This is an optimization exercise on Yosys and OpenROAD, whose aim is small area, a short achievable clock period and few clock cycles per item, not a production implementation. At most, simulation tests tie the RTL to the original design; equivalence was not proved. No functional check of the RTL was part of runs 1 to 4 and 6. No activity file was given, so power comes from the tool's default toggle rates.

**design.v**
```verilog
`default_nettype none
module systolic_pe(
  clk, reset, cntrl,
  i_stb, o_stb, i_busy, o_busy,
  data_in, weight_in, acc_in,
  acc_out, data_out, weight_out
);
  input wire clk;
  input wire reset;
  input wire cntrl;
  input wire i_stb;
  input wire i_busy;
  input wire [7:0] data_in;
  input wire [7:0] weight_in;
  input wire [31:0] acc_in;
  output wire [31:0] acc_out;
  output wire [7:0] data_out;
  output wire [7:0] weight_out;
  output wire o_stb;
  output wire o_busy;
  reg valid;
  wire load = ~valid | ~i_busy;
  always @(posedge clk) begin
    if (reset) valid <= 1'b0;
    else if (load) valid <= i_stb;
  end
  assign o_stb  = valid;
  assign o_busy = valid;
  wire pp0_0 = data_in[0] & weight_in[0];
  wire pp0_1 = data_in[0] & weight_in[1];
  wire pp0_2 = data_in[0] & weight_in[2];
  wire pp0_3 = data_in[0] & weight_in[3];
  wire pp0_4 = data_in[0] & weight_in[4];
  wire pp0_5 = data_in[0] & weight_in[5];
  wire pp0_6 = data_in[0] & weight_in[6];
  wire pp0_7 = data_in[0] & weight_in[7];
  wire pp1_0 = data_in[1] & weight_in[0];
  wire pp1_1 = data_in[1] & weight_in[1];
  wire pp1_2 = data_in[1] & weight_in[2];
  wire pp1_3 = data_in[1] & weight_in[3];
  wire pp1_4 = data_in[1] & weight_in[4];
  wire pp1_5 = data_in[1] & weight_in[5];
  wire pp1_6 = data_in[1] & weight_in[6];
  wire pp1_7 = data_in[1] & weight_in[7];
  wire pp2_0 = data_in[2] & weight_in[0];
  wire pp2_1 = data_in[2] & weight_in[1];
  wire pp2_2 = data_in[2] & weight_in[2];
  wire pp2_3 = data_in[2] & weight_in[3];
  wire pp2_4 = data_in[2] & weight_in[4];
  wire pp2_5 = data_in[2] & weight_in[5];
  wire pp2_6 = data_in[2] & weight_in[6];
  wire pp2_7 = data_in[2] & weight_in[7];
  wire pp3_0 = data_in[3] & weight_in[0];
  wire pp3_1 = data_in[3] & weight_in[1];
  wire pp3_2 = data_in[3] & weight_in[2];
  wire pp3_3 = data_in[3] & weight_in[3];
  wire pp3_4 = data_in[3] & weight_in[4];
  wire pp3_5 = data_in[3] & weight_in[5];
  wire pp3_6 = data_in[3] & weight_in[6];
  wire pp3_7 = data_in[3] & weight_in[7];
  wire pp4_0 = data_in[4] & weight_in[0];
  wire pp4_1 = data_in[4] & weight_in[1];
  wire pp4_2 = data_in[4] & weight_in[2];
  wire pp4_3 = data_in[4] & weight_in[3];
  wire pp4_4 = data_in[4] & weight_in[4];
  wire pp4_5 = data_in[4] & weight_in[5];
  wire pp4_6 = data_in[4] & weight_in[6];
  wire pp4_7 = data_in[4] & weight_in[7];
  wire pp5_0 = data_in[5] & weight_in[0];
  wire pp5_1 = data_in[5] & weight_in[1];
  wire pp5_2 = data_in[5] & weight_in[2];
  wire pp5_3 = data_in[5] & weight_in[3];
  wire pp5_4 = data_in[5] & weight_in[4];
  wire pp5_5 = data_in[5] & weight_in[5];
  wire pp5_6 = data_in[5] & weight_in[6];
  wire pp5_7 = data_in[5] & weight_in[7];
  wire pp6_0 = data_in[6] & weight_in[0];
  wire pp6_1 = data_in[6] & weight_in[1];
  wire pp6_2 = data_in[6] & weight_in[2];
  wire pp6_3 = data_in[6] & weight_in[3];
  wire pp6_4 = data_in[6] & weight_in[4];
  wire pp6_5 = data_in[6] & weight_in[5];
  wire pp6_6 = data_in[6] & weight_in[6];
  wire pp6_7 = data_in[6] & weight_in[7];
  wire pp7_0 = data_in[7] & weight_in[0];
  wire pp7_1 = data_in[7] & weight_in[1];
  wire pp7_2 = data_in[7] & weight_in[2];
  wire pp7_3 = data_in[7] & weight_in[3];
  wire pp7_4 = data_in[7] & weight_in[4];
  wire pp7_5 = data_in[7] & weight_in[5];
  wire pp7_6 = data_in[7] & weight_in[6];
  wire pp7_7 = data_in[7] & weight_in[7];
  wire ha0_s = acc_in[5] ^ pp0_5;
  wire ha0_c = acc_in[5] & pp0_5;
  wire fa0_s = acc_in[6] ^ pp0_6 ^ pp1_5;
  wire fa0_c = (acc_in[6] & pp0_6) | (acc_in[6] & pp1_5) | (pp0_6 & pp1_5);
  wire ha1_s = pp2_4 ^ pp3_3;
  wire ha1_c = pp2_4 & pp3_3;
  wire fa1_s = acc_in[7] ^ pp0_7 ^ pp1_6;
  wire fa1_c = (acc_in[7] & pp0_7) | (acc_in[7] & pp1_6) | (pp0_7 & pp1_6);
  wire fa2_s = pp2_5 ^ pp3_4 ^ pp4_3;
  wire fa2_c = (pp2_5 & pp3_4) | (pp2_5 & pp4_3) | (pp3_4 & pp4_3);
  wire ha2_s = pp5_2 ^ pp6_1;
  wire ha2_c = pp5_2 & pp6_1;
  wire fa3_s = acc_in[8] ^ pp1_7 ^ pp2_6;
  wire fa3_c = (acc_in[8] & pp1_7) | (acc_in[8] & pp2_6) | (pp1_7 & pp2_6);
  wire fa4_s = pp3_5 ^ pp4_4 ^ pp5_3;
  wire fa4_c = (pp3_5 & pp4_4) | (pp3_5 & pp5_3) | (pp4_4 & pp5_3);
  wire ha3_s = pp6_2 ^ pp7_1;
  wire ha3_c = pp6_2 & pp7_1;
  wire fa5_s = acc_in[9] ^ pp2_7 ^ pp3_6;
  wire fa5_c = (acc_in[9] & pp2_7) | (acc_in[9] & pp3_6) | (pp2_7 & pp3_6);
  wire fa6_s = pp4_5 ^ pp5_4 ^ pp6_3;
  wire fa6_c = (pp4_5 & pp5_4) | (pp4_5 & pp6_3) | (pp5_4 & pp6_3);
  wire fa7_s = acc_in[10] ^ pp3_7 ^ pp4_6;
  wire fa7_c = (acc_in[10] & pp3_7) | (acc_in[10] & pp4_6) | (pp3_7 & pp4_6);
  wire ha4_s = acc_in[3] ^ pp0_3;
  wire ha4_c = acc_in[3] & pp0_3;
  wire fa8_s = acc_in[4] ^ pp0_4 ^ pp1_3;
  wire fa8_c = (acc_in[4] & pp0_4) | (acc_in[4] & pp1_3) | (pp0_4 & pp1_3);
  wire ha5_s = pp2_2 ^ pp3_1;
  wire ha5_c = pp2_2 & pp3_1;
  wire fa9_s = pp1_4 ^ pp2_3 ^ pp3_2;
  wire fa9_c = (pp1_4 & pp2_3) | (pp1_4 & pp3_2) | (pp2_3 & pp3_2);
  wire fa10_s = pp4_1 ^ pp5_0 ^ ha0_s;
  wire fa10_c = (pp4_1 & pp5_0) | (pp4_1 & ha0_s) | (pp5_0 & ha0_s);
  wire fa11_s = pp4_2 ^ pp5_1 ^ pp6_0;
  wire fa11_c = (pp4_2 & pp5_1) | (pp4_2 & pp6_0) | (pp5_1 & pp6_0);
  wire fa12_s = ha0_c ^ ha1_s ^ fa0_s;
  wire fa12_c = (ha0_c & ha1_s) | (ha0_c & fa0_s) | (ha1_s & fa0_s);
  wire fa13_s = pp7_0 ^ ha1_c ^ ha2_s;
  wire fa13_c = (pp7_0 & ha1_c) | (pp7_0 & ha2_s) | (ha1_c & ha2_s);
  wire fa14_s = fa0_c ^ fa1_s ^ fa2_s;
  wire fa14_c = (fa0_c & fa1_s) | (fa0_c & fa2_s) | (fa1_s & fa2_s);
  wire fa15_s = ha2_c ^ ha3_s ^ fa1_c;
  wire fa15_c = (ha2_c & ha3_s) | (ha2_c & fa1_c) | (ha3_s & fa1_c);
  wire fa16_s = fa2_c ^ fa3_s ^ fa4_s;
  wire fa16_c = (fa2_c & fa3_s) | (fa2_c & fa4_s) | (fa3_s & fa4_s);
  wire fa17_s = pp7_2 ^ ha3_c ^ fa3_c;
  wire fa17_c = (pp7_2 & ha3_c) | (pp7_2 & fa3_c) | (ha3_c & fa3_c);
  wire fa18_s = fa4_c ^ fa5_s ^ fa6_s;
  wire fa18_c = (fa4_c & fa5_s) | (fa4_c & fa6_s) | (fa5_s & fa6_s);
  wire fa19_s = pp5_5 ^ pp6_4 ^ pp7_3;
  wire fa19_c = (pp5_5 & pp6_4) | (pp5_5 & pp7_3) | (pp6_4 & pp7_3);
  wire fa20_s = fa5_c ^ fa6_c ^ fa7_s;
  wire fa20_c = (fa5_c & fa6_c) | (fa5_c & fa7_s) | (fa6_c & fa7_s);
  wire fa21_s = acc_in[11] ^ pp4_7 ^ pp5_6;
  wire fa21_c = (acc_in[11] & pp4_7) | (acc_in[11] & pp5_6) | (pp4_7 & pp5_6);
  wire fa22_s = pp6_5 ^ pp7_4 ^ fa7_c;
  wire fa22_c = (pp6_5 & pp7_4) | (pp6_5 & fa7_c) | (pp7_4 & fa7_c);
  wire fa23_s = acc_in[12] ^ pp5_7 ^ pp6_6;
  wire fa23_c = (acc_in[12] & pp5_7) | (acc_in[12] & pp6_6) | (pp5_7 & pp6_6);
  wire ha6_s = acc_in[2] ^ pp0_2;
  wire ha6_c = acc_in[2] & pp0_2;
  wire fa24_s = pp1_2 ^ pp2_1 ^ pp3_0;
  wire fa24_c = (pp1_2 & pp2_1) | (pp1_2 & pp3_0) | (pp2_1 & pp3_0);
  wire fa25_s = pp4_0 ^ ha4_c ^ ha5_s;
  wire fa25_c = (pp4_0 & ha4_c) | (pp4_0 & ha5_s) | (ha4_c & ha5_s);
  wire fa26_s = ha5_c ^ fa8_c ^ fa9_s;
  wire fa26_c = (ha5_c & fa8_c) | (ha5_c & fa9_s) | (fa8_c & fa9_s);
  wire fa27_s = fa9_c ^ fa11_s ^ fa10_c;
  wire fa27_c = (fa9_c & fa11_s) | (fa9_c & fa10_c) | (fa11_s & fa10_c);
  wire fa28_s = fa11_c ^ fa13_s ^ fa12_c;
  wire fa28_c = (fa11_c & fa13_s) | (fa11_c & fa12_c) | (fa13_s & fa12_c);
  wire fa29_s = fa13_c ^ fa15_s ^ fa14_c;
  wire fa29_c = (fa13_c & fa15_s) | (fa13_c & fa14_c) | (fa15_s & fa14_c);
  wire fa30_s = fa15_c ^ fa17_s ^ fa16_c;
  wire fa30_c = (fa15_c & fa17_s) | (fa15_c & fa16_c) | (fa17_s & fa16_c);
  wire fa31_s = fa19_s ^ fa17_c ^ fa18_c;
  wire fa31_c = (fa19_s & fa17_c) | (fa19_s & fa18_c) | (fa17_c & fa18_c);
  wire fa32_s = fa19_c ^ fa21_s ^ fa22_s;
  wire fa32_c = (fa19_c & fa21_s) | (fa19_c & fa22_s) | (fa21_s & fa22_s);
  wire fa33_s = pp7_5 ^ fa21_c ^ fa23_s;
  wire fa33_c = (pp7_5 & fa21_c) | (pp7_5 & fa23_s) | (fa21_c & fa23_s);
  wire fa34_s = acc_in[13] ^ pp6_7 ^ pp7_6;
  wire fa34_c = (acc_in[13] & pp6_7) | (acc_in[13] & pp7_6) | (pp6_7 & pp7_6);
  wire ha7_s = acc_in[1] ^ pp0_1;
  wire ha7_c = acc_in[1] & pp0_1;
  wire fa35_s = pp1_1 ^ pp2_0 ^ ha6_s;
  wire fa35_c = (pp1_1 & pp2_0) | (pp1_1 & ha6_s) | (pp2_0 & ha6_s);
  wire fa36_s = ha6_c ^ ha4_s ^ fa24_s;
  wire fa36_c = (ha6_c & ha4_s) | (ha6_c & fa24_s) | (ha4_s & fa24_s);
  wire fa37_s = fa24_c ^ fa8_s ^ fa25_s;
  wire fa37_c = (fa24_c & fa8_s) | (fa24_c & fa25_s) | (fa8_s & fa25_s);
  wire fa38_s = fa25_c ^ fa10_s ^ fa26_s;
  wire fa38_c = (fa25_c & fa10_s) | (fa25_c & fa26_s) | (fa10_s & fa26_s);
  wire fa39_s = fa26_c ^ fa12_s ^ fa27_s;
  wire fa39_c = (fa26_c & fa12_s) | (fa26_c & fa27_s) | (fa12_s & fa27_s);
  wire fa40_s = fa14_s ^ fa27_c ^ fa28_s;
  wire fa40_c = (fa14_s & fa27_c) | (fa14_s & fa28_s) | (fa27_c & fa28_s);
  wire fa41_s = fa16_s ^ fa28_c ^ fa29_s;
  wire fa41_c = (fa16_s & fa28_c) | (fa16_s & fa29_s) | (fa28_c & fa29_s);
  wire fa42_s = fa18_s ^ fa29_c ^ fa30_s;
  wire fa42_c = (fa18_s & fa29_c) | (fa18_s & fa30_s) | (fa29_c & fa30_s);
  wire fa43_s = fa20_s ^ fa30_c ^ fa31_s;
  wire fa43_c = (fa20_s & fa30_c) | (fa20_s & fa31_s) | (fa30_c & fa31_s);
  wire fa44_s = fa20_c ^ fa32_s ^ fa31_c;
  wire fa44_c = (fa20_c & fa32_s) | (fa20_c & fa31_c) | (fa32_s & fa31_c);
  wire fa45_s = fa22_c ^ fa33_s ^ fa32_c;
  wire fa45_c = (fa22_c & fa33_s) | (fa22_c & fa32_c) | (fa33_s & fa32_c);
  wire fa46_s = fa23_c ^ fa34_s ^ fa33_c;
  wire fa46_c = (fa23_c & fa34_s) | (fa23_c & fa33_c) | (fa34_s & fa33_c);
  wire fa47_s = acc_in[14] ^ pp7_7 ^ fa34_c;
  wire fa47_c = (acc_in[14] & pp7_7) | (acc_in[14] & fa34_c) | (pp7_7 & fa34_c);
  wire [16:0] row0 = {1'b0, fa47_c, fa46_c, fa45_c, fa44_c, fa43_c, fa42_c, fa41_c, fa40_c, fa39_c, fa38_c, fa37_c, fa36_c, fa35_c, ha7_c, pp1_0, acc_in[0]};
  wire [16:0] row1 = {1'b0, acc_in[15], fa47_s, fa46_s, fa45_s, fa44_s, fa43_s, fa42_s, fa41_s, fa40_s, fa39_s, fa38_s, fa37_s, fa36_s, fa35_s, ha7_s, pp0_0};
  wire top = row0[16] | row1[16];
  reg [7:0]  data_r;
  reg [7:0]  weight_r;
  reg [15:0] acc_hi_r;
  wire [8:0] sum_lo = row0[7:0] + row1[7:0];
  reg  [7:0] sum_lo_r;
  reg  [16:8] row0_r;
  reg  [15:8] row1_r;
  reg  cin_r;
  always @(posedge clk) begin
    if (load) begin
      data_r   <= data_in;
      weight_r <= weight_in;
      acc_hi_r <= acc_in[31:16];
      sum_lo_r <= sum_lo[7:0];
      cin_r    <= sum_lo[8];
      row0_r   <= {top, row0[15:8]};
      row1_r   <= row1[15:8];
    end
  end
  wire [9:0] mid = {row0_r[15:8], cin_r} + {row1_r[15:8], cin_r};
  wire inc = mid[9] | row0_r[16];
  wire [15:0] all1;
  assign all1[0] = 1'b1;
  assign all1[1] = &acc_hi_r[0:0];
  assign all1[2] = &acc_hi_r[1:0];
  assign all1[3] = &acc_hi_r[2:0];
  assign all1[4] = &acc_hi_r[3:0];
  assign all1[5] = &acc_hi_r[4:0];
  assign all1[6] = &acc_hi_r[5:0];
  assign all1[7] = &acc_hi_r[6:0];
  assign all1[8] = &acc_hi_r[7:0];
  assign all1[9] = &acc_hi_r[8:0];
  assign all1[10] = &acc_hi_r[9:0];
  assign all1[11] = &acc_hi_r[10:0];
  assign all1[12] = &acc_hi_r[11:0];
  assign all1[13] = &acc_hi_r[12:0];
  assign all1[14] = &acc_hi_r[13:0];
  assign all1[15] = &acc_hi_r[14:0];
  wire [15:0] hi = acc_hi_r ^ (all1 & {16{inc}});
  assign acc_out    = {hi, mid[8:1], sum_lo_r};
  assign data_out   = data_r;
  assign weight_out = weight_r;
endmodule
```
**flow/run.sh**
```bash
#!/bin/bash
# The standard layout, with two changes: Yosys's synth runs without its quick
# internal abc pass (so the full adders extract without inverters; the final
# abc mapping still runs), and the port buffers are plain buffer cells.
set -euo pipefail
export SYNTH_ARGS="-noabc"
export BUFFER_PORTS_ARGS="-buffer_cell sky130_fd_sc_hd__buf_1"
export CTS_ARGS="-sink_clustering_enable -repair_clock_nets -dont_use_dummy_load"
bash standard.sh finish > standard_flow.log 2>&1
```
**standard.sh**
```bash
#!/bin/bash
# synth_recipe.tcl (not shown) runs the flow's synth.tcl, then flattens the netlist and writes it again
# the make line also repeats each setting of config.mk as NAME=value (left out here)
make -C /OpenROAD-flow-scripts/flow DESIGN_CONFIG=/design/flow/config.mk WORK_HOME=/design/flow/orfs CLKGATE_MAP_FILE= SYNTH_SCRIPT=/design/flow/synth_recipe.tcl "${@:-finish}"
```
**config.mk**
```make
export PLATFORM = sky130hd
export DESIGN_NAME = systolic_pe
export DESIGN_NICKNAME = systolic_pe
export VERILOG_FILES = /design/flow/design.v
export SDC_FILE = /design/flow/constraint.sdc
export NUM_CORES = 4
export LEC_CHECK = 0
export CAP_MARGIN = 20
export CORE_MARGIN = 2
export CORE_UTILIZATION = 55
export SETUP_SLACK_MARGIN = 1.5
export SLEW_MARGIN = 20
```
**constraint.sdc**
```tcl
create_clock -name core_clock -period 5.0 [get_ports {clk}]
set_input_delay 1.0000 -clock core_clock [delete_from_list [all_inputs] [get_ports {clk}]]
set_output_delay 1.0000 -clock core_clock [all_outputs]
set_load 0.01 [all_outputs]
```
==> results by group, run 1 <==
Critical path
  • Worst EP arrival: 3.53 ns
  • Worst path buffer plus inverter count: 1
  • Crit-path cells: clkbuf_4, and2_4, fa_1, fa_2, fa_1, fa_1, ha_4, nor2_2, a21oi_1
  • Worst setup EP type: register
  • Setup crit start kind: input pin
  • Crit-path max cell delay: 0.53 ns
  • Critical Path RT: 5.04 ns
  • Worst path most repeated cell: fa_1
  • CP delay by family, top: adder cells
  • Slowest CP cell: fa_1
  • CP Class: input pin to register
  • Worst-path fanout max: 9

Clocking
  • TritonCTS clock tree: built
  • Number of buffers created by CTS: 9
  • Clock transition at path regs: 0.06 ns
  • Root Buffer: clkbuf_8
  • Clock tree buffer depth: 2
  • Worst-Skew Late Latency: 0.32 ns
  • Htree depth: 3
  • Hold buffers post-CTS: 0
  • CTS sink cnt: 58

Timing
  • Setup TNS: 0 ns
  • Unrepaired setup endpoints after global routing: yes
  • Relative max-transition margin: 0.539
  • Max Slew Vio Count: 0
  • Tmin final: 3.48 ns
  • Hold Fails Final Rpt: 0
  • Fmax: 287 MHz
  • Skew final: 0.0207 ns
  • Period utilisation layout: 0.697
  • Final setup vio count: 0
  • Worst slew pin tran: 0.692 ns

Finish
  • Layout cells sized above 1: 0.124
  • Post-route design area: 0.00489 mm^2
  • Final net count: 541
  • Commonest cells after routing, fill and taps aside: buf_1 (85), and2_1 (61), edfxtp_1 (57)
  • Diode count: 0
  • P&R area growth vs syn: 18.7%
  • Final core occ: 0.674
  • Commonest non-fill, non-tap cell in the layout: buf_1
  • Layout Cells excl Fill: 510

GRT
  • First-pass GRT wire length: 12,900 um
  • Largest net degree at the start of global routing: 58
  • Number of global-route vias before repair: 2,735
  • Gr usage total: 0.204
  • Total grt overflow: 0
  • Initial antenna violation count: 0

Flow run
  • Max Cap Viol: 0

Power
  • Leakage: 1.91 nW
  • Power per cell area: 405 mW/mm^2
  • Peak supply drop: 0.000148 V

Logic synthesis
  • #FFs+latches synth: 58
  • Count of warnings emitted by yosys: 1
  • Avg Cell Area, Syn: 13.7 um^2
  • Post-Syn Area: 0.00412 mm^2
  • Post-Synthesis Cells: 302
  • Post-synthesis sequential area ratio: 0.420
  • Netlist cell types: 30
  • Syn Nets: 430

Floorplan
  • Ports: 103
  • Die height: 90.6 um
  • Die Wd: 90.6 um
  • Die area: 0.00820 mm^2
  • Area of the core: 0.00725 mm^2
  • Std-Cell Rows: 31
  • Initial Util: 0.568

Placed design
  • Final HPWL DP: 5980 um
  • Dpl cells: 500
  • DP Area: 0.00465 mm^2
  • IO buf count: 101
  • Gpl congestion: 0.812

Min path
  • Worst Hold Class: register to register

Drt
  • Vias/cell: 5.14
  • Routed Antenna Nets: 0
  • Drt pass-1 iters: 4
  • Total wire length: 7670 um
  • DRC: 0
  • Vias: 2,622
  • Drt wl/cell: 15.0 um
  • Iter 0 DRT Violations: 84

Run status
  • Status: timing/DRC/antenna clean
worst min-delay path, cell delays in order, from the launching register on:
cell     delay (ns)
dfxtp_1        0.38
a21oi_1        0.09
nor2_1         0.07
through the flow:
step	power, W	hold slack [ns]	setup WS, ns
after floorplan	0.00136	0.549	1.41
after global placement	0.00160	0.526	1.02
after detailed placement	0.00162	0.566	1.01
after CTS	0.00196	0.582	1.49
after global routing	0.00213	0.647	1.49
final	0.00198	0.575	1.52
sequential cells by signal (all words and copies together) (netlist names):
name and count:
acc_hi_r 16, cin_r 1, data_r 8, row0_r 8, row1_r 8, sum_lo_r 8
valid 1, weight_r 8
routing by layer:
layer / share of wire / track usage
met1: 0.46 / 0.281
met2: 0.49 / 0.333
met3: 0.044 / 0.0442
met4: 0.0074 / 0.0500
met5: 0 / 0
Yosys cell counts, drive strengths merged:
cell type,n,share of area
a21oi,9,0.011
o21a,3,0.0055
nand4,4,0.0061
and3,6,0.0097
edfxtp,57,0.42
xnor2,24,0.051
nand2,9,0.0088
and2,65,0.099
a21o,1,0.0018
nand2b,1,0.0015
o41ai,2,0.0061
nor2b,5,0.0076
or2,1,0.0015
fa,50,0.24
o21ai,5,0.0061
nor2,15,0.014
dfxtp,1,0.0049
and4,1,0.0021
xor2,4,0.0085
ha,25,0.076
a31oi,2,0.0030
nand3,7,0.0085
nor3,2,0.0024
buf,3,0.0073
final cells by class:
class / count / area, um^2
Timing Repair Buffer: 103 / 437
Sequential cell: 58 / 1730
Multi-Input combinational cell: 241 / 2480
Fill cell: 595 / 2360
Clock buffer: 9 / 124
Tap cell: 99 / 124
where the power goes:
part           internal [W]  switching [W]
logic              0.000447       0.000524
registers          0.000669      0.0000372
clock network      0.000159       0.000143
cells by family (layout without fill, tap and decap cells):
kind of cell | after synthesis | count (layout) | synth area share
and+or+nand+nor | 116 | 116 | 0.161
DFF | 58 | 58 | 0.420
buffers and inverters | 3 | 112 | 0.00728
AOI/OAI and AO/OA | 22 | 22 | 0.0334
adders and majority gates | 75 | 75 | 0.319
xor gates and xnor gates | 28 | 28 | 0.0595
repair_timing:
action	4_1_cts	5_1_grt
resized for setup	16	28
setup endpoints to repair	5	6
setup buffers	0	1
pin swaps	1	14
worst paths after layout:
kind                start           to  slack, ns  cells past startpoint
max          weight_in[6]        cin_r       1.52                      9
min                 valid        valid       0.58                      2
max reg2reg         valid  sum_lo_r[6]       3.63                      2
min reg2reg         valid        valid       0.58                      2
==> run 2: changes to the inputs <==
--- a/flow/run.sh
+++ b/flow/run.sh
@@ -5,5 +5,5 @@
 set -euo pipefail
 export SYNTH_ARGS="-noabc"
 export BUFFER_PORTS_ARGS="-buffer_cell sky130_fd_sc_hd__buf_1"
-export CTS_ARGS="-sink_clustering_enable -repair_clock_nets -dont_use_dummy_load"
+export CTS_ARGS="-sink_clustering_enable -repair_clock_nets -dont_use_dummy_load -buf_list sky130_fd_sc_hd__clkbuf_16 -sink_clustering_size 60 -sink_clustering_max_diameter 500"
 bash standard.sh finish > standard_flow.log 2>&1
--- a/config.mk
+++ b/config.mk
@@ -7,6 +7,6 @@
 export LEC_CHECK = 0
 export CAP_MARGIN = 20
 export CORE_MARGIN = 2
-export CORE_UTILIZATION = 55
+export CORE_UTILIZATION = 40
 export SETUP_SLACK_MARGIN = 1.5
 export SLEW_MARGIN = 20
==> results by group, run 2 <==
Finish
  • Commonest non-fill, non-tap cell in the layout: buf_1
  • Layout cells sized above 1: 0.152
  • Diode count: 0
  • Final core occ: 0.507
  • Max FFs per register: 16
  • Commonest cells after routing, fill and taps aside: buf_1 (84), edfxtp_1 (57), and2_1 (55)
  • P&R area growth vs syn: 25.2%
  • Fillers: 941
  • Final net count: 545
  • Register bank with the most flops: acc_hi_r

Power
  • Peak supply drop: 0.000149 V
  • Int Power: 0.00147 W
  • Leakage: 2.02 nW
  • Total Power: 0.00224 W
  • Sw Pwr: 0.000770 W
  • Power per cell area: 434 mW/mm^2
  • Sequential share of power: 0.316
  • Comb pwr share: 0.463
  • Clock Power Share: 0.221
  • Switch share: 0.344

Placed design
  • Final HPWL DP: 6350 um
  • Gpl congestion: 0.764
  • IO buf count: 101

Run status
  • Status: timing/DRC/antenna clean

Critical path
  • Worst r2r path cells: 2
  • R2R Setup Slk: 3.64 ns
  • Setup crit start kind: input pin
  • RR Endpoint: weight_r[4]
  • Worst path buffer plus inverter count: 1
  • Crit-path cells: buf_4, and2_4, fa_2, fa_1, fa_1, ha_4, o21ai_2, nand2b_1, o41ai_4, xnor2_1
  • Slowest CP cell: fa_1
  • CP delay by family, top: adder cells
  • CP Class: input pin to register
  • Worst-path fanout max: 9
  • R2r startpoint: valid
  • Worst EP arrival: 3.54 ns
  • Worst setup EP type: register
  • Critical Path RT: 5.06 ns
  • Worst path most repeated cell: fa_1
  • Crit-path max cell delay: 0.61 ns

Timing
  • Hold WS: 0.547 ns
  • Setup TNS: 0 ns
  • Hold Fails Final Rpt: 0
  • Final setup vio count: 0
  • Unrepaired setup endpoints after global routing: yes
  • Relative max-transition margin: 0.527
  • Period utilisation layout: 0.697
  • Tmin final: 3.49 ns
  • Fmax: 287 MHz
  • Worst slew pin tran: 0.710 ns
  • Max Slew Vio Count: 0
  • Skew final: 0.0117 ns

Min path
  • Hold Path Sink: valid
  • Hold_sp: valid
  • Hold path depth: 2
  • Worst Hold Class: register to register

Drt
  • Routed Antenna Nets: 0
  • Vias/cell: 4.74
  • Drt wl/cell: 15.4 um
  • Iter 0 DRT Violations: 109
  • DRC: 0
  • Drt pass-1 iters: 4
  • Vias: 2,611
  • Total wire length: 8480 um

Logic synthesis
  • Avg Cell Area, Syn: 13.7 um^2
  • Synth Area in Simple Gates: 0.161
  • Post-Synthesis Cells: 302
  • Top cells by count, synth: and2_1 (64), edfxtp_1 (57), fa_1 (50)
  • Count of warnings emitted by yosys: 1
  • Number of synthesized flops with an enable pin: 57
  • Synth area leader: edfxtp_1
  • Post-synth top area share: 0.415
  • Most common cell in the netlist: and2_1
  • Syn Nets: 430
  • Largest family of logic cells by synthesized area: adder cells
  • Ys flop type: edfxtp_1
  • #FFs+latches synth: 58
  • Post-Syn Area: 0.00412 mm^2
  • Post-synthesis sequential area ratio: 0.420
  • Synth Area in XOR/XNOR: 0.0595
  • Netlist cell types: 30
  • Synth Area in Adders: 0.319
  • Post-synthesis mux area share: 0
  • Synth async-reset ratio: 0
  • Synth top area cells: edfxtp_1 (42%), fa_1 (24%), and2_1 (9.7%)
  • Complex-gate fraction of the synthesized area: 0.0334

Floorplan
  • Area of the core: 0.0102 mm^2
  • Std-Cell Rows: 37
  • Die area: 0.0111 mm^2
  • Ports: 103
  • Initial Util: 0.405
  • Die height: 106 um
  • Die Wd: 106 um

Flow run
  • Max Cap Viol: 0

GRT
  • Gr usage total: 0.161
  • Total grt overflow: 0
  • First-pass GRT wire length: 13,700 um
  • Number of global-route vias before repair: 2,792
  • Largest net degree at the start of global routing: 58
  • Initial antenna violation count: 0

Clocking
  • Root Buffer: clkbuf_16
  • Htree depth: 3
  • TritonCTS clock tree: built
  • CTS sink cnt: 58
  • Clock transition at path regs: 0.05 ns
  • Hold buffers post-CTS: 0
  • Number of buffers created by CTS: 9
  • Worst-Skew Late Latency: 0.32 ns
  • Clock tree buffer depth: 2
[run 2: worst max path at each step]
stage / from / end / slack [ns] / cells after the start
after floorplan: weight_in[6] / cin_r / 1.41 / 8
after global placement: weight_in[5] / sum_lo_r[7] / 1.0 / 11
after detailed placement: weight_in[5] / sum_lo_r[7] / 0.97 / 11
after CTS: data_in[2] / sum_lo_r[7] / 1.49 / 10
after global routing: row1_r[8] / acc_out[17] / 1.43 / 9
final: data_in[1] / sum_lo_r[7] / 1.51 / 10
[run 2: power groups by stage]
stage	registers, W	clock network, W	logic (W)
global route	0.000718	0.000532	0.00116
detailed placement	0.000717	0	0.000906
CTS	0.000710	0.000511	0.000939
finish	0.000708	0.000496	0.00104
floorplan	0.000729	0	0.000628
global placement	0.000714	0	0.000890
[run 2: worst min-delay path, stage by stage (launching register included)]
cell     delay (ns)
dfxtp_1        0.33
a21oi_1        0.13
nor2_1         0.04
[run 2: kinds of logic after synthesis]
logic type | after synthesis
compound gates | 22
simple gates | 116
xor+xnor | 28
fa+ha+maj | 75
flops | 58
buf+inv | 3
[run 2: through the flow]
stage	instance area (um^2)	setup WS [ns]	instances
floorplan	4170	1.41	302
global placement	4690	0.998	537
detailed placement	4690	0.975	537
CTS	4960	1.49	546
global route	5160	1.43	551
finish	5160	1.51	551
[run 2: what timing repair did]
item,4_1_cts,5_1_grt
pin swaps,2,20
gates resized for setup,17,59
hold endpoints to repair,0,0
setup buffers,0,4
gates cloned,0,1
setup endpoints to repair,5,5
[run 2: metal layers]
layer	track usage	routed length, um	vias to the layer above
met5	0	0	-
met4	0.0658	140	0
met3	0.0284	391	13
met2	0.265	4230	73
met1	0.212	3720	1250
li1	-	-	1275
[run 2: cell type report]
cell class              count  area (um^2)  share of cell area
flip-flops and latches     58         1730               0.336
clock buffers               9          225              0.0436
repair buffers            107          537               0.104
well taps                 136          170              0.0330
multi-input cells         241         2500               0.484
==> run 3: changes to the inputs <==
==> flow/run.sh (replaced) <==
#!/bin/bash
# The standard layout, with two changes: Yosys's synth runs without its quick
# internal abc pass (so the full adders extract without inverters; the final
# abc mapping still runs), and the port buffers are plain buffer cells.
set -euo pipefail
export SYNTH_ARGS="-noabc"
export BUFFER_PORTS_ARGS="-buffer_cell sky130_fd_sc_hd__buf_2"
export CTS_ARGS="-sink_clustering_enable -repair_clock_nets -sink_clustering_size 30 -sink_clustering_max_diameter 200 -dont_use_dummy_load"
bash standard.sh finish > standard_flow.log 2>&1
==> results by group, run 3 <==
Finish
  • P&R area growth vs syn: 24.5%
  • Final core occ: 0.504
  • Layout cells sized above 1: 0.343
  • Diode count: 0
  • Final net count: 544
  • Post-route design area: 0.00513 mm^2
  • Register bank with the most flops: acc_hi_r
  • Commonest cells after routing, fill and taps aside: buf_2 (89), and2_1 (57), edfxtp_1 (57)
  • Max FFs per register: 16
  • Commonest non-fill, non-tap cell in the layout: buf_2

Timing
  • Period utilisation layout: 0.695
  • Worst slew pin tran: 0.704 ns
  • Max Slew Vio Count: 0
  • Final worst slack: 1.52 ns
  • Setup TNS: 0 ns
  • Final setup vio count: 0
  • Unrepaired setup endpoints after global routing: yes
  • Tmin final: 3.48 ns
  • Hold Fails Final Rpt: 0
  • Hold WS: 0.551 ns
  • Skew final: 0.0232 ns
  • Fmax: 288 MHz
  • Relative max-transition margin: 0.531

Placed design
  • DP Area: 0.00482 mm^2
  • Pre-CTS setup slack: 1.15 ns
  • Gpl congestion: 0.802
  • IO buf count: 101
  • Final HPWL DP: 6480 um

Power
  • Power per cell area: 403 mW/mm^2
  • Int Power: 0.00134 W
  • Sw Pwr: 0.000726 W
  • Sequential share of power: 0.341
  • Peak supply drop: 0.000121 V
  • Comb pwr share: 0.508
  • Leakage: 2.19 nW
  • Switch share: 0.351
  • Clock Power Share: 0.151

Clocking
  • Worst-Skew Late Latency: 0.33 ns
  • CTS sink cnt: 58
  • Root Buffer: clkbuf_8
  • TritonCTS clock tree: built
  • Number of buffers created by CTS: 9
  • Clock tree buffer depth: 2
  • Hold buffers post-CTS: 0
  • Htree depth: 3
  • Clock transition at path regs: 0.06 ns

Logic synthesis
  • Synth top area cells: edfxtp_1 (42%), fa_1 (24%), and2_1 (9.7%)
  • Netlist cell types: 30
  • Top cells by count, synth: and2_1 (64), edfxtp_1 (57), fa_1 (50)
  • Count of warnings emitted by yosys: 1
  • Ys flop type: edfxtp_1
  • Post-synth top area share: 0.415
  • Post-synthesis sequential area ratio: 0.420
  • Number of synthesized flops with an enable pin: 57
  • Syn Nets: 430
  • #FFs+latches synth: 58
  • Synth async-reset ratio: 0
  • Most common cell in the netlist: and2_1
  • Post-Syn Area: 0.00412 mm^2
  • Synth area leader: edfxtp_1
  • Post-Synthesis Cells: 302
  • Avg Cell Area, Syn: 13.7 um^2

Floorplan
  • Area of the core: 0.0102 mm^2
  • Die Wd: 106 um
  • Die height: 106 um
  • Initial Util: 0.405
  • Die area: 0.0111 mm^2
  • Std-Cell Rows: 37
  • Ports: 103

Critical path
  • R2R Setup Slk: 3.64 ns
  • Worst EP arrival: 3.54 ns
  • Setup crit start kind: input pin
  • Worst-path fanout max: 9
  • Worst setup EP type: register
  • Critical Path RT: 5.06 ns
  • CP Class: input pin to register

GRT
  • Largest net degree at the start of global routing: 58
  • First-pass GRT wire length: 13,400 um
  • Global-route track usage on met3: 0.0334
  • Number of global-route vias before repair: 2,760
  • Global Route met2 Usage: 0.259
  • GRT met1 Usage: 0.206
  • Initial antenna violation count: 0
  • Total grt overflow: 0
  • Gr busiest metal: met2
  • Gr usage total: 0.156

Drt
  • Routed Antenna Nets: 0
  • DRC: 0
  • Iter 0 DRT Violations: 102
  • Total wire length: 8410 um
  • Drt wl/cell: 15.3 um
  • Drt pass-1 iters: 5
  • Vias: 2,627
  • Vias/cell: 4.78

Min path
  • Worst Hold Class: register to register

Run status
  • Status: timing/DRC/antenna clean

Flow run
  • Max Cap Viol: 0
## run 3: final cells by class
type / instances / area (um^2)
timing repair buffer: 106 / 622
tap: 136 / 170
clock buffer: 9 / 124
fill: 929 / 5050
sequential: 58 / 1730
multi-input combinational: 241 / 2490
## run 3: repair_timing
action | 4_1_cts | 5_1_grt
pin swaps | 2 | 19
resized for setup | 2 | 47
buffers inserted | 0 | 3
cloned | 0 | 1
endpoints found under the setup margin | 3 | 4
## run 3: power groups by stage
stage	Sequential, W	Combinational, W	Clock (W)
floorplan	0.000729	0.000628	0
global placement	0.000714	0.000931	0
detailed placement	0.000716	0.000953	0
CTS	0.000707	0.000977	0.000327
global route	0.000715	0.00118	0.000349
finish	0.000705	0.00105	0.000312
## run 3: final timing paths
path	endpoint	startpoint	cells after the start
worst min-delay path	valid	valid	2
worst min register to register	valid	valid	2
worst max-delay path	sum_lo_r[7]	data_in[3]	10
worst max register to register	row0_r[1]	valid	2
## run 3: cell families (layout without fill, tap and decap cells)
logic type | Yosys count | count (layout) | share of synthesized area
AND/OR/NAND/NOR | 116 | 116 | 0.161
adder cells (fa/ha/maj) | 75 | 75 | 0.319
flip-flops | 58 | 58 | 0.420
XOR/XNOR | 28 | 28 | 0.0595
AO/OA/AOI/OAI | 22 | 22 | 0.0334
buffers and inverters | 3 | 115 | 0.00728
## run 3: critical path, cell delays in order
cell      delay, ns
buf_6          0.12
and2_4         0.16
fa_2           0.58
fa_1           0.44
fa_1           0.54
ha_4           0.30
o21ai_2        0.05
nand2b_1       0.11
o41ai_4        0.09
xnor2_1        0.13
## run 3: through the flow
stage / cells / total power, W
2_1_floorplan: 302 / 0.00136
3_3_place_gp: 537 / 0.00165
3_5_place_dp: 537 / 0.00167
4_1_cts: 546 / 0.00201
5_1_grt: 550 / 0.00224
6_report: 550 / 0.00207
## run 3: metal layers
| metal | vias to the layer above | wire length, um | part of all wire |
|---|---|---|---|
| met5 | - | 0 | 0 |
| li1 | 1265 | - | - |
| met3 | 4 | 330 | 0.039 |
| met2 | 65 | 4250 | 0.51 |
| met4 | 0 | 66 | 0.0079 |
| met1 | 1293 | 3760 | 0.45 |
==> run 4: changes to the inputs <==
--- a/design.v
+++ b/design.v
@@ -208,24 +208,24 @@
   reg [7:0]  data_r;
   reg [7:0]  weight_r;
   reg [15:0] acc_hi_r;
-  wire [8:0] sum_lo = row0[7:0] + row1[7:0];
-  reg  [7:0] sum_lo_r;
-  reg  [16:8] row0_r;
-  reg  [15:8] row1_r;
+  wire [9:0] sum_lo = row0[8:0] + row1[8:0];
+  reg  [8:0] sum_lo_r;
+  reg  [16:9] row0_r;
+  reg  [15:9] row1_r;
   reg  cin_r;
   always @(posedge clk) begin
     if (load) begin
       data_r   <= data_in;
       weight_r <= weight_in;
       acc_hi_r <= acc_in[31:16];
-      sum_lo_r <= sum_lo[7:0];
-      cin_r    <= sum_lo[8];
-      row0_r   <= {top, row0[15:8]};
-      row1_r   <= row1[15:8];
+      sum_lo_r <= sum_lo[8:0];
+      cin_r    <= sum_lo[9];
+      row0_r   <= {top, row0[15:9]};
+      row1_r   <= row1[15:9];
     end
   end
-  wire [9:0] mid = {row0_r[15:8], cin_r} + {row1_r[15:8], cin_r};
-  wire inc = mid[9] | row0_r[16];
+  wire [8:0] mid = {row0_r[15:9], cin_r} + {row1_r[15:9], cin_r};
+  wire inc = mid[8] | row0_r[16];
   wire [15:0] all1;
   assign all1[0] = 1'b1;
   assign all1[1] = &acc_hi_r[0:0];
@@ -244,7 +244,7 @@
   assign all1[14] = &acc_hi_r[13:0];
   assign all1[15] = &acc_hi_r[14:0];
   wire [15:0] hi = acc_hi_r ^ (all1 & {16{inc}});
-  assign acc_out    = {hi, mid[8:1], sum_lo_r};
+  assign acc_out    = {hi, mid[7:1], sum_lo_r};
   assign data_out   = data_r;
   assign weight_out = weight_r;
 endmodule
==> flow/run.sh (replaced) <==
#!/bin/bash
# The standard layout, with two changes: Yosys's synth runs without its quick
# internal abc pass (so the full adders extract without inverters; the final
# abc mapping still runs), and the port buffers are plain buffer cells.
set -euo pipefail
export SYNTH_ARGS="-noabc"
export BUFFER_PORTS_ARGS="-buffer_cell sky130_fd_sc_hd__buf_1"
export CTS_ARGS="-sink_clustering_enable -repair_clock_nets -dont_use_dummy_load"
bash standard.sh finish > standard_flow.log 2>&1
==> results by group, run 4 <==
Logic synthesis
  • Synth async-reset ratio: 0
  • Post-Syn Area: 0.00415 mm^2
  • Synth area leader: edfxtp_1
  • Number of synthesized flops with an enable pin: 56
  • Ys flop type: edfxtp_1
  • Post-synth top area share: 0.406
  • Top cells by count, synth: and2_1 (67), edfxtp_1 (56), fa_1 (50)
  • #FFs+latches synth: 57
  • Post-Synthesis Cells: 299
  • Count of warnings emitted by yosys: 1
  • Most common cell in the netlist: and2_1
  • Synth top area cells: edfxtp_1 (41%), fa_1 (24%), and2_1 (10%)
  • Avg Cell Area, Syn: 13.9 um^2
  • Post-synthesis sequential area ratio: 0.411
  • Netlist cell types: 39
  • Syn Nets: 427

Clocking
  • TritonCTS clock tree: built
  • Worst-Skew Late Latency: 0.33 ns
  • Number of buffers created by CTS: 9
  • Root Buffer: clkbuf_8
  • CTS sink cnt: 57
  • Hold buffers post-CTS: 0
  • Htree depth: 3
  • Clock transition at path regs: 0.06 ns
  • Clock tree buffer depth: 2

Drt
  • Total wire length: 9150 um
  • DRC: 0
  • Routed Antenna Nets: 0
  • Vias: 2,760
  • Vias/cell: 4.88
  • Iter 0 DRT Violations: 113
  • Drt pass-1 iters: 4
  • Drt wl/cell: 16.2 um

Timing
  • Fmax: 260 MHz
  • Hold Fails Final Rpt: 0
  • Skew final: 0.0180 ns
  • Relative max-transition margin: 0.521
  • Setup TNS: 0 ns
  • Period utilisation layout: 0.770
  • Final setup vio count: 0
  • Max Slew Vio Count: 0
  • Tmin final: 3.85 ns
  • Final worst slack: 1.15 ns
  • Unrepaired setup endpoints after global routing: yes
  • Worst slew pin tran: 0.719 ns

Critical path
  • Crit-path max cell delay: 0.53 ns
  • Slowest CP cell: fa_1
  • CP delay by family, top: adder cells
  • Worst path buffer plus inverter count: 1
  • Worst setup EP type: register
  • Worst EP arrival: 3.93 ns
  • R2R Setup Slk: 3.62 ns
  • Setup crit start kind: input pin
  • CP Class: input pin to register
  • Worst-path fanout max: 8
  • Crit-path cells: buf_12, and2_4, fa_1, fa_2, fa_1, fa_1, ha_2, or4_4, o21ai_2, xnor2_1
  • Worst path most repeated cell: fa_1
  • Critical Path RT: 5.08 ns

Placed design
  • DP Area: 0.00477 mm^2
  • Pre-CTS setup slack: 0.511 ns
  • IO buf count: 101
  • Final HPWL DP: 6890 um
  • Dpl cells: 539
  • Gpl congestion: 0.803

Finish
  • Fillers: 921
  • Commonest cells after routing, fill and taps aside: buf_1 (77), and2_1 (56), edfxtp_1 (56)
  • Layout cells sized above 1: 0.235
  • Max FFs per register: 16
  • P&R area growth vs syn: 27.7%
  • Commonest non-fill, non-tap cell in the layout: buf_1
  • Layout Cells excl Fill: 565
  • Diode count: 0
  • Register bank with the most flops: acc_hi_r
  • Post-route design area: 0.00530 mm^2
  • Top Registers: acc_hi_r (16), sum_lo_r (9)
  • Final net count: 559

Floorplan
  • Area of the core: 0.0102 mm^2
  • Ports: 103
  • Die height: 106 um
  • Die Wd: 106 um
  • Std-Cell Rows: 37
  • Initial Util: 0.407
  • Die area: 0.0112 mm^2

Flow run
  • Max Cap Viol: 0

GRT
  • Largest net degree at the start of global routing: 57
  • Number of global-route vias before repair: 2,947
  • Gr usage total: 0.172
  • Total grt overflow: 0
  • First-pass GRT wire length: 14,500 um
  • Initial antenna violation count: 0

Min path
  • Worst Hold Class: register to register

Power
  • Leakage: 2.08 nW
  • Peak supply drop: 0.000150 V
  • Power per cell area: 413 mW/mm^2

Run status
  • Status: timing/DRC/antenna clean
run 4: metal layers:
layer | global-route usage | vias up | share of wire | routed length (um)
met3 | 0.0402 | 13 | 0.044 | 403
met5 | 0 | - | 0 | 0
met1 | 0.223 | 1358 | 0.44 | 4060
met4 | 0.0648 | 0 | 0.020 | 180
met2 | 0.282 | 73 | 0.49 | 4510
li1 | - | 1316 | - | -
run 4: repair_timing:
| action | 4_1_cts | 5_1_grt |
|---|---|---|
| pin swaps | 18 | 32 |
| setup buffers | 8 | 8 |
| gates cloned | 0 | 1 |
| gates resized for setup | 39 | 59 |
| endpoints found under the setup margin | 9 | 17 |
run 4: path summary, 6_finish.rpt:
kind | from | endpoint | cells past startpoint
worst max-delay path | data_in[0] | sum_lo_r[8] | 10
worst max register to register | valid | cin_r | 2
worst min register to register | valid | valid | 2
worst min-delay path | valid | valid | 2
run 4: report_power, final:
part / switching, W / internal [W] / leakage [nW]
Clock: 0.000154 / 0.000159 / 0.0647
Sequential: 0.0000509 / 0.000661 / 0.594
Combinational: 0.000594 / 0.000566 / 1.42
Total: 0.000799 / 0.00139 / 2.08
run 4: tightest hold or removal path, delay by kind of cell, from the launching register on:
| family | cells | cell delay, ns |
|---|---|---|
| and+or+nand+nor | 1 | 0.04 |
| DFF | 1 | 0.34 |
| AOI/OAI and AO/OA | 1 | 0.13 |
run 4: cells by family after synthesis:
| kind of cell | Yosys count | share of synthesized area |
|---|---|---|
| simple gates | 105 | 0.151 |
| fa+ha+maj | 75 | 0.317 |
| flops | 57 | 0.411 |
| compound gates | 32 | 0.0619 |
| xor+xnor | 26 | 0.0549 |
| buf+inv | 4 | 0.00453 |
run 4: final cells by class:
type,count,area [um^2],area share
Clock buffer,9,124,0.0234
Inverter,3,11.3,0.00213
Multi-Input combinational cell,238,2600,0.491
Sequential cell,57,1700,0.321
Tap cell,136,170,0.0321
Timing Repair Buffer,122,686,0.129
run 4: metrics by stage:
stage	hold slack (ns)	util	power, W
2_1_floorplan	0.549	-	0.00140
3_3_place_gp	0.524	0.469	0.00165
3_5_place_dp	0.541	0.469	0.00168
4_1_cts	0.552	0.496	0.00208
5_1_grt	0.583	0.520	0.00235
6_report	0.551	0.520	0.00218
==> run 5: changes to the inputs <==
--- a/design.v
+++ b/design.v
@@ -208,24 +208,24 @@
   reg [7:0]  data_r;
   reg [7:0]  weight_r;
   reg [15:0] acc_hi_r;
-  wire [9:0] sum_lo = row0[8:0] + row1[8:0];
-  reg  [8:0] sum_lo_r;
-  reg  [16:9] row0_r;
-  reg  [15:9] row1_r;
+  wire [7:0] sum_lo = row0[6:0] + row1[6:0];
+  reg  [6:0] sum_lo_r;
+  reg  [16:7] row0_r;
+  reg  [15:7] row1_r;
   reg  cin_r;
   always @(posedge clk) begin
     if (load) begin
       data_r   <= data_in;
       weight_r <= weight_in;
       acc_hi_r <= acc_in[31:16];
-      sum_lo_r <= sum_lo[8:0];
-      cin_r    <= sum_lo[9];
-      row0_r   <= {top, row0[15:9]};
-      row1_r   <= row1[15:9];
+      sum_lo_r <= sum_lo[6:0];
+      cin_r    <= sum_lo[7];
+      row0_r   <= {top, row0[15:7]};
+      row1_r   <= row1[15:7];
     end
   end
-  wire [8:0] mid = {row0_r[15:9], cin_r} + {row1_r[15:9], cin_r};
-  wire inc = mid[8] | row0_r[16];
+  wire [10:0] mid = {row0_r[15:7], cin_r} + {row1_r[15:7], cin_r};
+  wire inc = mid[10] | row0_r[16];
   wire [15:0] all1;
   assign all1[0] = 1'b1;
   assign all1[1] = &acc_hi_r[0:0];
@@ -244,7 +244,7 @@
   assign all1[14] = &acc_hi_r[13:0];
   assign all1[15] = &acc_hi_r[14:0];
   wire [15:0] hi = acc_hi_r ^ (all1 & {16{inc}});
-  assign acc_out    = {hi, mid[7:1], sum_lo_r};
+  assign acc_out    = {hi, mid[9:1], sum_lo_r};
   assign data_out   = data_r;
   assign weight_out = weight_r;
 endmodule
==> flow/run.sh (replaced) <==
#!/bin/bash
# The standard layout (standard.sh) with three changes:
# - Yosys's synth runs without its quick internal abc pass, so the full adders
#   are extracted without extra inverters; the final abc mapping still runs.
# - The port buffers are buf_1 cells; timing repair upsizes the critical ones.
# - Clock tree synthesis inserts no dummy loads.
# standard.sh writes each tool's log under orfs/logs; its own output goes to
# standard_flow.log here.
set -euo pipefail
export SYNTH_ARGS="-noabc"
export BUFFER_PORTS_ARGS="-buffer_cell sky130_fd_sc_hd__buf_1"
export CTS_ARGS="-sink_clustering_enable -repair_clock_nets -dont_use_dummy_load"
bash standard.sh finish > standard_flow.log 2>&1
==> results by group, run 5 <==
Run status
  • Status: timing/DRC/antenna clean

Clocking
  • CTS sink cnt: 59
  • TritonCTS clock tree: built
  • Hold buffers post-CTS: 0
  • Worst-Skew Late Latency: 0.35 ns
  • Number of buffers created by CTS: 9
  • Root Buffer: clkbuf_8
  • Htree depth: 3
  • Clock tree buffer depth: 2
  • Clock transition at path regs: 0.05 ns

Logic synthesis
  • Ys flop type: edfxtp_1
  • Avg Cell Area, Syn: 13.6 um^2
  • Post-Syn Area: 0.00417 mm^2
  • Most common cell in the netlist: and2_1
  • Synth top area cells: edfxtp_1 (42%), fa_1 (24%), and2_1 (9.6%)
  • #FFs+latches synth: 59
  • Count of warnings emitted by yosys: 1
  • Synth async-reset ratio: 0
  • Number of synthesized flops with an enable pin: 58
  • Post-synth top area share: 0.418
  • Synth area leader: edfxtp_1
  • Top cells by count, synth: and2_1 (64), edfxtp_1 (58), fa_1 (50)
  • Netlist cell types: 30
  • Post-Synthesis Cells: 306
  • Syn Nets: 434
  • Post-synthesis sequential area ratio: 0.423

Floorplan
  • Area of the core: 0.0102 mm^2
  • Ports: 103
  • Initial Util: 0.407
  • Std-Cell Rows: 37
  • Die Wd: 106 um
  • Die height: 106 um
  • Die area: 0.0113 mm^2

Finish
  • P&R area growth vs syn: 17.1%
  • Top Registers: acc_hi_r (16), row0_r (9), row1_r (9)
  • Layout cells sized above 1: 0.0726
  • Max FFs per register: 16
  • Register bank with the most flops: acc_hi_r
  • Diode count: 0
  • Commonest cells after routing, fill and taps aside: buf_1 (92), and2_1 (63), edfxtp_1 (58)
  • Final core occ: 0.477
  • Commonest non-fill, non-tap cell in the layout: buf_1
  • Final net count: 543

Drt
  • Routed Antenna Nets: 0
  • Total wire length: 8350 um
  • Iter 0 DRT Violations: 152
  • Drt pass-1 iters: 4
  • Drt wl/cell: 15.2 um
  • DRC: 0
  • Vias: 2,675
  • Vias/cell: 4.87

Timing
  • Hold Fails Final Rpt: 0
  • Unrepaired setup endpoints after global routing: yes
  • Fmax: 291 MHz
  • Final worst slack: 1.57 ns
  • Worst slew pin tran: 0.533 ns
  • Final setup vio count: 0
  • Tmin final: 3.43 ns
  • Skew final: 0.0278 ns
  • Max Slew Vio Count: 0
  • Setup TNS: 0 ns
  • Relative max-transition margin: 0.645
  • Period utilisation layout: 0.687

Critical path
  • Critical Path RT: 5.08 ns
  • CP Class: input pin to register
  • Worst EP arrival: 3.51 ns
  • Setup crit start kind: input pin
  • Worst setup EP type: register
  • Worst-path fanout max: 9

GRT
  • Number of global-route vias before repair: 2,804
  • Initial antenna violation count: 0
  • Total grt overflow: 0
  • First-pass GRT wire length: 13,800 um
  • Largest net degree at the start of global routing: 43
  • Gr usage total: 0.161

Power
  • Peak supply drop: 0.000175 V
  • Leakage: 1.91 nW
  • Power per cell area: 406 mW/mm^2

Flow run
  • Max Cap Viol: 0

Placed design
  • IO buf count: 101
  • Gpl congestion: 0.773
  • Final HPWL DP: 6630 um
  • Pre-CTS setup slack: 1.05 ns

Min path
  • Worst Hold Class: register to register
-- run 5: worst paths after layout --
path / startpoint / endpoint / slack (ns) / cells after the start
worst max-delay path: data_in[3] / sum_lo_r[5] / 1.57 / 8
worst min-delay path: valid / valid / 0.55 / 2
worst max register to register: valid / sum_lo_r[3] / 3.44 / 2
worst min register to register: valid / valid / 0.55 / 2
-- run 5: layout make-up --
type | count | area [um^2]
fill | 980 | 5350
multi-input combinational | 241 | 2400
sequential | 59 | 1760
timing repair buffer | 103 | 418
tap | 136 | 170
clock buffer | 9 | 124
inverter | 1 | 3.75
-- run 5: critical path: stages --
cell	delay, ns
buf_2	0.16
and2_4	0.17
fa_1	0.56
fa_1	0.45
fa_1	0.47
ha_1	0.31
or2_4	0.23
o21a_1	0.16
-- run 5: per-layer routing --
metal,up-vias,GRT usage,wire length (um),share of wire
met3,7,0.0380,422,0.051
met4,0,0.0536,106,0.013
li1,1285,-,-,-
met1,1314,0.216,3910,0.47
met2,69,0.259,3910,0.47
met5,-,0,0,0
-- run 5: what timing repair did --
item,4_1_cts,5_1_grt
endpoints found under the setup margin,17,11
setup buffers,0,1
gates cloned,0,0
pin swaps,0,4
gates resized for setup,9,5
-- run 5: cell families (layout without fill, tap and decap cells) --
kind of cell,Yosys count,in the layout,synth area share
compound gates,28,28,0.0417
buf+inv,6,113,0.00780
fa+ha+maj,75,75,0.315
xor+xnor,26,26,0.0546
flops,59,59,0.423
simple gates,112,112,0.158
-- run 5: where the power goes --
group	switching [W]	total [W]	internal, W
logic	0.000533	0.000943	0.000410
clock network	0.000160	0.000319	0.000159
registers	0.0000396	0.000717	0.000677
-- run 5: per-stage QoR --
step	cell area (um^2)	power (W)	instances	hold slack, ns
global route	4880	0.00215	549	0.601
CTS	4850	0.00198	548	0.556
global placement	4700	0.00162	539	0.540
floorplan	4170	0.00137	306	0.549
finish	4880	0.00198	549	0.552
detailed placement	4700	0.00164	539	0.550
Testbench counts of run 5, summed over its fixed seeds: cycles 2,056, items 2,048.
==> run 6: changes to the inputs <==
--- a/design.v
+++ b/design.v
@@ -210,9 +210,10 @@
   reg [15:0] acc_hi_r;
   wire [7:0] sum_lo = row0[6:0] + row1[6:0];
   reg  [6:0] sum_lo_r;
-  reg  [16:7] row0_r;
-  reg  [15:7] row1_r;
   reg  cin_r;
+  reg  [15:7] p_r;
+  reg  [15:7] g_r;
+  reg  top_r;
   always @(posedge clk) begin
     if (load) begin
       data_r   <= data_in;
@@ -220,12 +221,68 @@
       acc_hi_r <= acc_in[31:16];
       sum_lo_r <= sum_lo[6:0];
       cin_r    <= sum_lo[7];
-      row0_r   <= {top, row0[15:7]};
-      row1_r   <= row1[15:7];
+      p_r      <= row0[15:7] ^ row1[15:7];
+      g_r      <= row0[15:7] & row1[15:7];
+      top_r    <= top;
     end
   end
-  wire [10:0] mid = {row0_r[15:7], cin_r} + {row1_r[15:7], cin_r};
-  wire inc = mid[10] | row0_r[16];
+  wire gk1_1 = g_r[7] | (p_r[7] & cin_r);
+  wire gk1_2 = g_r[8] | (p_r[8] & g_r[7]);
+  wire pk1_2 = p_r[8] & p_r[7];
+  wire gk1_3 = g_r[9] | (p_r[9] & g_r[8]);
+  wire pk1_3 = p_r[9] & p_r[8];
+  wire gk1_4 = g_r[10] | (p_r[10] & g_r[9]);
+  wire pk1_4 = p_r[10] & p_r[9];
+  wire gk1_5 = g_r[11] | (p_r[11] & g_r[10]);
+  wire pk1_5 = p_r[11] & p_r[10];
+  wire gk1_6 = g_r[12] | (p_r[12] & g_r[11]);
+  wire pk1_6 = p_r[12] & p_r[11];
+  wire gk1_7 = g_r[13] | (p_r[13] & g_r[12]);
+  wire pk1_7 = p_r[13] & p_r[12];
+  wire gk1_8 = g_r[14] | (p_r[14] & g_r[13]);
+  wire pk1_8 = p_r[14] & p_r[13];
+  wire gk1_9 = g_r[15] | (p_r[15] & g_r[14]);
+  wire pk1_9 = p_r[15] & p_r[14];
+  wire gk2_2 = gk1_2 | (pk1_2 & cin_r);
+  wire gk2_3 = gk1_3 | (pk1_3 & gk1_1);
+  wire pk2_3 = pk1_3 & 1'b0;
+  wire gk2_4 = gk1_4 | (pk1_4 & gk1_2);
+  wire pk2_4 = pk1_4 & pk1_2;
+  wire gk2_5 = gk1_5 | (pk1_5 & gk1_3);
+  wire pk2_5 = pk1_5 & pk1_3;
+  wire gk2_6 = gk1_6 | (pk1_6 & gk1_4);
+  wire pk2_6 = pk1_6 & pk1_4;
+  wire gk2_7 = gk1_7 | (pk1_7 & gk1_5);
+  wire pk2_7 = pk1_7 & pk1_5;
+  wire gk2_8 = gk1_8 | (pk1_8 & gk1_6);
+  wire pk2_8 = pk1_8 & pk1_6;
+  wire gk2_9 = gk1_9 | (pk1_9 & gk1_7);
+  wire pk2_9 = pk1_9 & pk1_7;
+  wire gk3_4 = gk2_4 | (pk2_4 & cin_r);
+  wire gk3_5 = gk2_5 | (pk2_5 & gk1_1);
+  wire pk3_5 = pk2_5 & 1'b0;
+  wire gk3_6 = gk2_6 | (pk2_6 & gk2_2);
+  wire pk3_6 = pk2_6 & 1'b0;
+  wire gk3_7 = gk2_7 | (pk2_7 & gk2_3);
+  wire pk3_7 = pk2_7 & pk2_3;
+  wire gk3_8 = gk2_8 | (pk2_8 & gk2_4);
+  wire pk3_8 = pk2_8 & pk2_4;
+  wire gk3_9 = gk2_9 | (pk2_9 & gk2_5);
+  wire pk3_9 = pk2_9 & pk2_5;
+  wire gk4_8 = gk3_8 | (pk3_8 & cin_r);
+  wire gk4_9 = gk3_9 | (pk3_9 & gk1_1);
+  wire pk4_9 = pk3_9 & 1'b0;
+  wire [15:7] mid;
+  assign mid[7] = p_r[7] ^ cin_r;
+  assign mid[8] = p_r[8] ^ gk1_1;
+  assign mid[9] = p_r[9] ^ gk2_2;
+  assign mid[10] = p_r[10] ^ gk2_3;
+  assign mid[11] = p_r[11] ^ gk3_4;
+  assign mid[12] = p_r[12] ^ gk3_5;
+  assign mid[13] = p_r[13] ^ gk3_6;
+  assign mid[14] = p_r[14] ^ gk3_7;
+  assign mid[15] = p_r[15] ^ gk4_8;
+  wire inc = gk4_9 | top_r;
   wire [15:0] all1;
   assign all1[0] = 1'b1;
   assign all1[1] = &acc_hi_r[0:0];
@@ -244,7 +301,7 @@
   assign all1[14] = &acc_hi_r[13:0];
   assign all1[15] = &acc_hi_r[14:0];
   wire [15:0] hi = acc_hi_r ^ (all1 & {16{inc}});
-  assign acc_out    = {hi, mid[9:1], sum_lo_r};
+  assign acc_out    = {hi, mid, sum_lo_r};
   assign data_out   = data_r;
   assign weight_out = weight_r;
 endmodule
==> flow/run.sh (replaced) <==
#!/bin/bash
# The standard layout, with two changes: Yosys's synth runs without its quick
# internal abc pass (so the full adders extract without inverters; the final
# abc mapping still runs), and the port buffers are plain buffer cells.
set -euo pipefail
export SYNTH_ARGS="-noabc"
export BUFFER_PORTS_ARGS="-buffer_cell sky130_fd_sc_hd__buf_1"
export CTS_ARGS="-sink_clustering_enable -repair_clock_nets -dont_use_dummy_load"
bash standard.sh finish > standard_flow.log 2>&1
==> results by group, run 6 <==
Logic synthesis
  • Post-synthesis sequential area ratio: 0.417
  • Synth async-reset ratio: 0
  • Avg Cell Area, Syn: 13.7 um^2
  • Number of synthesized flops with an enable pin: 58
  • Syn Nets: 436
  • #FFs+latches synth: 59
  • Post-Syn Area: 0.00423 mm^2
  • Count of warnings emitted by yosys: 1
  • Most common cell in the netlist: and2_1
  • Ys flop type: edfxtp_1
  • Netlist cell types: 36
  • Post-Synthesis Cells: 308
  • Top cells by count, synth: and2_1 (65), edfxtp_1 (58), fa_1 (49)
  • Post-synth top area share: 0.412
  • Synth area leader: edfxtp_1
  • Synth top area cells: edfxtp_1 (41%), fa_1 (23%), and2_1 (9.6%)

Finish
  • Commonest cells after routing, fill and taps aside: buf_1 (87), and2_1 (65), edfxtp_1 (58)
  • Final net count: 548
  • Layout cells sized above 1: 0.0933
  • Multi-input gate area: 0.00245 mm^2
  • Register area: 0.00176 mm^2
  • Commonest non-fill, non-tap cell in the layout: buf_1
  • Register bank with the most flops: acc_hi_r
  • Diode count: 0
  • Max FFs per register: 16
  • Fillers: 952
  • Layout Cells excl Fill: 554
  • P&R area growth vs syn: 16.8%
  • Top Registers: acc_hi_r (16), g_r (9), p_r (9)

Power
  • Peak supply drop: 0.000161 V
  • Total Power: 0.00192 W
  • Sequential share of power: 0.403
  • Sw Pwr: 0.000702 W
  • Clock Power Share: 0.164
  • Leakage: 1.98 nW
  • Switch share: 0.365
  • Int Power: 0.00122 W
  • Power per cell area: 389 mW/mm^2
  • Comb pwr share: 0.434

Placed design
  • Final HPWL DP: 6620 um
  • Gpl congestion: 0.800
  • Dpl cells: 544
  • IO buf count: 101

Clocking
  • CTS sink cnt: 59
  • TritonCTS clock tree: built
  • Clock transition at path regs: 0.06 ns
  • Root Buffer: clkbuf_8
  • Htree depth: 3
  • Clock tree buffer depth: 2
  • Worst-Skew Late Latency: 0.33 ns
  • Number of buffers created by CTS: 9

Timing
  • Setup TNS: 0 ns
  • Skew final: 0.0119 ns
  • Fmax: 291 MHz
  • Unrepaired setup endpoints after global routing: no
  • Tmin final: 3.44 ns
  • Max Slew Vio Count: 0
  • Final setup vio count: 0
  • Hold WS: 0.548 ns
  • Hold Fails Final Rpt: 0
  • Worst slew pin tran: 0.764 ns
  • Relative max-transition margin: 0.489
  • Period utilisation layout: 0.688

GRT
  • Gr usage total: 0.158
  • First-pass GRT wire length: 13,600 um
  • Total grt overflow: 0
  • Initial antenna violation count: 0
  • Largest net degree at the start of global routing: 32
  • Number of global-route vias before repair: 2,787

Drt
  • Routed Antenna Nets: 0
  • DRC: 0
  • Drt wl/cell: 15.1 um
  • Vias: 2,680
  • Iter 0 DRT Violations: 111
  • Vias/cell: 4.84
  • Total wire length: 8340 um
  • Drt pass-1 iters: 4

Critical path
  • Setup crit start kind: input pin
  • Worst EP arrival: 3.51 ns
  • Worst setup EP type: register
  • CP Class: input pin to register
  • Worst-path fanout max: 9
  • Critical Path RT: 5.07 ns

Floorplan
  • Initial Util: 0.411
  • Die height: 107 um
  • Area of the core: 0.0103 mm^2
  • Ports: 103
  • Die area: 0.0114 mm^2
  • Std-Cell Rows: 37
  • Die Wd: 107 um

Run status
  • Status: timing/DRC/antenna clean

Flow run
  • Max Cap Viol: 0

Min path
  • Worst Hold Class: register to register
==> run 6: changes by cell type after synthesis, sizes merged, moves of 4 or more <==
cell | previous run | this run
nand2 | 4 | 10
nand3 | 11 | 5
nor2 | 12 | 7
o21a | 4 | 0
xnor2 | 21 | 17
xor2 | 5 | 10
==> run 6: path summary, 6_finish.rpt <==
kind	endpoint	startpoint	slack [ns]	depth (start not counted)
max	p_r[7]	weight_in[6]	1.56	7
min	valid	valid	0.55	2
max reg2reg	p_r[7]	valid	3.29	2
min reg2reg	valid	valid	0.55	2
==> run 6: cell families (layout without fill, tap and decap cells) <==
logic type	after synthesis	in the layout	synth area share
buffers and inverters	6	116	0.00799
XOR/XNOR	27	27	0.0559
flip-flops	59	59	0.417
AND/OR/NAND/NOR	111	111	0.163
AO/OA/AOI/OAI	30	30	0.0468
adder cells (fa/ha/maj)	75	75	0.309
==> run 6: metal layers <==
metal / up-vias / track usage / wire length [um]
li1: 1298 / - / -
met1: 1301 / 0.205 / 3690
met2: 74 / 0.261 / 4160
met3: 7 / 0.0401 / 398
met4: 0 / 0.0501 / 93
met5: - / 0 / 0
==> run 6: layout make-up <==
cell class / count / area share
tap: 136 / 0.0345
clock buffer: 9 / 0.0251
inverter: 4 / 0.00304
sequential: 59 / 0.357
timing repair buffer: 103 / 0.0834
multi-input combinational: 243 / 0.497
==> run 6: timing repair <==
action,CTS,global route
endpoints found under the setup margin,7,8
gates cloned,0,0
buffers inserted,0,1
pin swaps,0,2
hold buffers,0,0
resized for setup,10,8
==> run 6: worst max-delay path, stage by stage <==
cell and delay (ns):
buf_2 0.16, and2_1 0.19, fa_1 0.47, fa_1 0.44
fa_1 0.55, fa_1 0.42, ha_1 0.28
==> run 6: power groups by stage <==
stage	clock [W]	sequential, W	combinational [W]
global placement	0	0.000783	0.000802
floorplan	0	0.000785	0.000566
CTS	0.000331	0.000774	0.000828
detailed placement	0	0.000784	0.000819
global route	0.000351	0.000789	0.000943
finish	0.000315	0.000774	0.000834
==> run 6: per-stage QoR <==
step / instance area, um^2 / util / worst slack [ns]
6_report: 4940 / 0.480 / 1.56
5_1_grt: 4940 / 0.480 / 1.51
4_1_cts: 4900 / 0.477 / 1.50
3_5_place_dp: 4770 / 0.464 / 1.05
3_3_place_gp: 4770 / 0.464 / 1.06
2_1_floorplan: 4230 / - / 1.50

## re-timing with driven ports
In the flow no input, the clock included, has a driving cell. The finished layouts below were timed again as built, in two steps.
Step 1: set_driving_cell puts a clkbuf_16 on clk and a buf_2 on each other input, an assumption about the parent block.
Step 2 moves the port delays by t, midway between the first and last clock arrival at a register: inputs arrive t later, outputs are due t later. That takes back most of the time a late clock gives input paths.
a / b / c = ideal ports / drivers / drivers and shift; a / b = the first two.
| run | t (ns) | setup WS [ns] | latest minus earliest clock arrival (ns) | worst register clock-pin slew, ns |
|---|---|---|---|---|
| run 1 | 0.339 | 1.516 / 1.525 / 1.186 | 0.021 / 0.021 | 0.06 / 0.06 |
| run 2 | 0.353 | 1.513 / 1.490 / 1.137 | 0.017 / 0.018 | 0.06 / 0.06 |
| run 3 | 0.350 | 1.524 / 1.488 / 1.139 | 0.031 / 0.031 | 0.08 / 0.08 |
| run 4 | 0.356 | 1.152 / 1.133 / 0.778 | 0.027 / 0.027 | 0.07 / 0.07 |
| run 5 | 0.362 | 1.566 / 1.579 / 1.217 | 0.028 / 0.028 | 0.08 / 0.08 |
| run 6 | 0.356 | 1.560 / 1.570 / 1.214 | 0.020 / 0.020 | 0.07 / 0.07 |
After both steps setup and hold are still met in every run listed. For run 3, which loses most, drivers alone change the setup slack by -0.036 ns; drivers and shift together by -0.385 ns.
